Context: an optimization exercise on an open-source flow, tuned for small area. The choices shown serve that exercise and are no tape-out recipe. Only simulation tests tie the RTL to the original design; equivalence was not proved. Power figures rest on the tool's default switching activity, not on a simulated workload.

==> flow/design.v (excerpt) <==
module h_lcd(state, eval, success, clk_in, rst, rs, e, data);
==> flow/config.mk <==
export PLATFORM = sky130hd
export DESIGN_NAME = h_lcd
export DESIGN_NICKNAME = h_lcd
export VERILOG_FILES = /design/flow/design.v
export SDC_FILE = /design/flow/constraint.sdc
export NUM_CORES = 4
export LEC_CHECK = 0
export ABC_AREA = 1
export CAP_MARGIN = 20
export CORE_MARGIN = 2
export CORE_UTILIZATION = 40
export CTS_BUF_LIST = sky130_fd_sc_hd__clkbuf_4
export CTS_CLUSTER_DIAMETER = 200
export CTS_CLUSTER_SIZE = 30
export GPL_TIMING_DRIVEN = 0
export SETUP_SLACK_MARGIN = 0.3
export SLEW_MARGIN = 20
==> flow/constraint.sdc <==
create_clock -name core_clock -period 5.0 [get_ports {clk_in}]
set_input_delay 1.0000 -clock core_clock [delete_from_list [all_inputs] [get_ports {clk_in}]]
set_output_delay 1.0000 -clock core_clock [all_outputs]
set_load 0.01 [all_outputs]
standard.sh (not shown) runs the stock make flow with config.mk's settings and CLKGATE_MAP_FILE= SYNTH_SCRIPT=/design/flow/synth_recipe.tcl, a recipe that flattens the netlist after the stock synthesis.
==> flow/flow/run.sh <==
#!/bin/bash
# Layout flow: the standard ORFS flow (standard.sh) with these changes,
# all aimed at cell area:
#  - synthesis maps the logic with an area-only ABC script
#    (flow/abc_area.script: strash; dch -f; map -a) in place of ORFS's
#    abc_area.script, which maps for delay and then buffers and upsizes;
#    Yosys's own early ABC run and the half/full-adder extraction are skipped
#    (SYNTH_ARGS=-noabc, ADDER_MAP_FILE empty), so ABC sees the design's
#    logic as written;
#  - the port buffers are sky130_fd_sc_hd__buf_1;
#  - the larger flip-flop sizes (dfxtp_2, dfxtp_4) are added to the
#    platform's don't-use list, so that timing repair buffers the loads of a
#    flip-flop instead of upsizing it.
# Every script is ORFS's own, copied unchanged apart from abc_area.script.
# All tool output goes to make.log and to ORFS's logs under orfs/logs.
set -euo pipefail
W=$(pwd)
# the platform's don't-use cells (platforms/sky130hd/config.mk) and two more
DONT_USE="sky130_fd_sc_hd__probe_p_8 sky130_fd_sc_hd__probec_p_8 sky130_fd_sc_hd__lpflow_bleeder_1 sky130_fd_sc_hd__lpflow_clkbufkapwr_1 sky130_fd_sc_hd__lpflow_clkbufkapwr_16 sky130_fd_sc_hd__lpflow_clkbufkapwr_2 sky130_fd_sc_hd__lpflow_clkbufkapwr_4 sky130_fd_sc_hd__lpflow_clkbufkapwr_8 sky130_fd_sc_hd__lpflow_clkinvkapwr_1 sky130_fd_sc_hd__lpflow_clkinvkapwr_16 sky130_fd_sc_hd__lpflow_clkinvkapwr_2 sky130_fd_sc_hd__lpflow_clkinvkapwr_4 sky130_fd_sc_hd__lpflow_clkinvkapwr_8 sky130_fd_sc_hd__lpflow_decapkapwr_12 sky130_fd_sc_hd__lpflow_decapkapwr_3 sky130_fd_sc_hd__lpflow_decapkapwr_4 sky130_fd_sc_hd__lpflow_decapkapwr_6 sky130_fd_sc_hd__lpflow_decapkapwr_8 sky130_fd_sc_hd__lpflow_inputiso0n_1 sky130_fd_sc_hd__lpflow_inputiso0p_1 sky130_fd_sc_hd__lpflow_inputiso1n_1 sky130_fd_sc_hd__lpflow_inputiso1p_1 sky130_fd_sc_hd__lpflow_inputisolatch_1 sky130_fd_sc_hd__lpflow_isobufsrc_1 sky130_fd_sc_hd__lpflow_isobufsrc_16 sky130_fd_sc_hd__lpflow_isobufsrc_2 sky130_fd_sc_hd__lpflow_isobufsrc_4 sky130_fd_sc_hd__lpflow_isobufsrc_8 sky130_fd_sc_hd__lpflow_isobufsrckapwr_16 sky130_fd_sc_hd__lpflow_lsbuf_lh_hl_isowell_tap_1 sky130_fd_sc_hd__lpflow_lsbuf_lh_hl_isowell_tap_2 sky130_fd_sc_hd__lpflow_lsbuf_lh_hl_isowell_tap_4 sky130_fd_sc_hd__lpflow_lsbuf_lh_isowell_4 sky130_fd_sc_hd__lpflow_lsbuf_lh_isowell_tap_1 sky130_fd_sc_hd__lpflow_lsbuf_lh_isowell_tap_2 sky130_fd_sc_hd__lpflow_lsbuf_lh_isowell_tap_4 sky130_fd_sc_hd__dfxtp_2 sky130_fd_sc_hd__dfxtp_4"
rm -rf "$W/scripts"
cp -r "$FLOW_HOME/scripts" "$W/scripts"
cp "$W/flow/abc_area.script" "$W/scripts/abc_area.script"
bash "$W/standard.sh" SCRIPTS_DIR="$W/scripts" SYNTH_ARGS=-noabc ADDER_MAP_FILE= \
  BUFFER_PORTS_ARGS="-buffer_cell sky130_fd_sc_hd__buf_1" \
  DONT_USE_CELLS="$DONT_USE" finish > "$W/make.log" 2>&1
Other scripts of this flow, unchanged in this note and not shown: flow/flow/abc_area.script
Then changed:
==> flow/flow/run.sh (replaced) <==
#!/bin/bash
# Layout flow: the standard ORFS flow (standard.sh) with these changes,
# all aimed at cell area:
#  - synthesis maps the logic with an area-only ABC script
#    (flow/abc_area.script: strash; dch -f; map -a) in place of ORFS's
#    abc_area.script, which maps for delay and then buffers and upsizes;
#    Yosys's own early ABC run and the half/full-adder extraction are skipped
#    (SYNTH_ARGS=-noabc, ADDER_MAP_FILE empty), so ABC sees the design's
#    logic as written;
#  - the port buffers are sky130_fd_sc_hd__buf_1.
# Every script is ORFS's own, copied unchanged apart from abc_area.script.
# All tool output goes to make.log and to ORFS's logs under orfs/logs.
set -euo pipefail
W=$(pwd)
rm -rf "$W/scripts"
cp -r "$FLOW_HOME/scripts" "$W/scripts"
cp "$W/flow/abc_area.script" "$W/scripts/abc_area.script"
bash "$W/standard.sh" SCRIPTS_DIR="$W/scripts" SYNTH_ARGS=-noabc ADDER_MAP_FILE= \
  BUFFER_PORTS_ARGS="-buffer_cell sky130_fd_sc_hd__buf_1" finish > "$W/make.log" 2>&1
CAP_MARGIN = 0   (was 20)
SLEW_MARGIN = 0   (was 20)
Result: Setup slack degrades by 0.0030 ns; synthesized cell count is unchanged; critical path depth decreases by 3; cell area goes down by 1.6%; sequential power rises by about 5%.

-- afterwards: timing with drivers on the ports --
The flow's constraints put no driver on any port. The routed layouts listed below were extracted and timed again, unchanged, in two steps. Step 1 (the two cells are an assumption about what drives the block):
set clk [get_ports {clk_in}]
set_driving_cell -lib_cell sky130_fd_sc_hd__clkbuf_16 $clk
set_driving_cell -lib_cell sky130_fd_sc_hd__buf_2 [delete_from_list [all_inputs] $clk]
Step 2 also shifts input and output timing later by t, the mid clock arrival at the registers, as if the neighbouring blocks saw the same clock. a / b / c = ideal ports / drivers / drivers and shift; a / b = the first two.
run | t, ns | setup slack, ns | worst hold slack (ns)
the first run | 0.308 | 0.359 / 0.339 / 0.648 | 0.493 / 0.493 / 0.493
the second run | 0.307 | 0.356 / 0.336 / 0.644 | 0.495 / 0.495 / 0.495
After both steps every run listed still meets setup and hold.
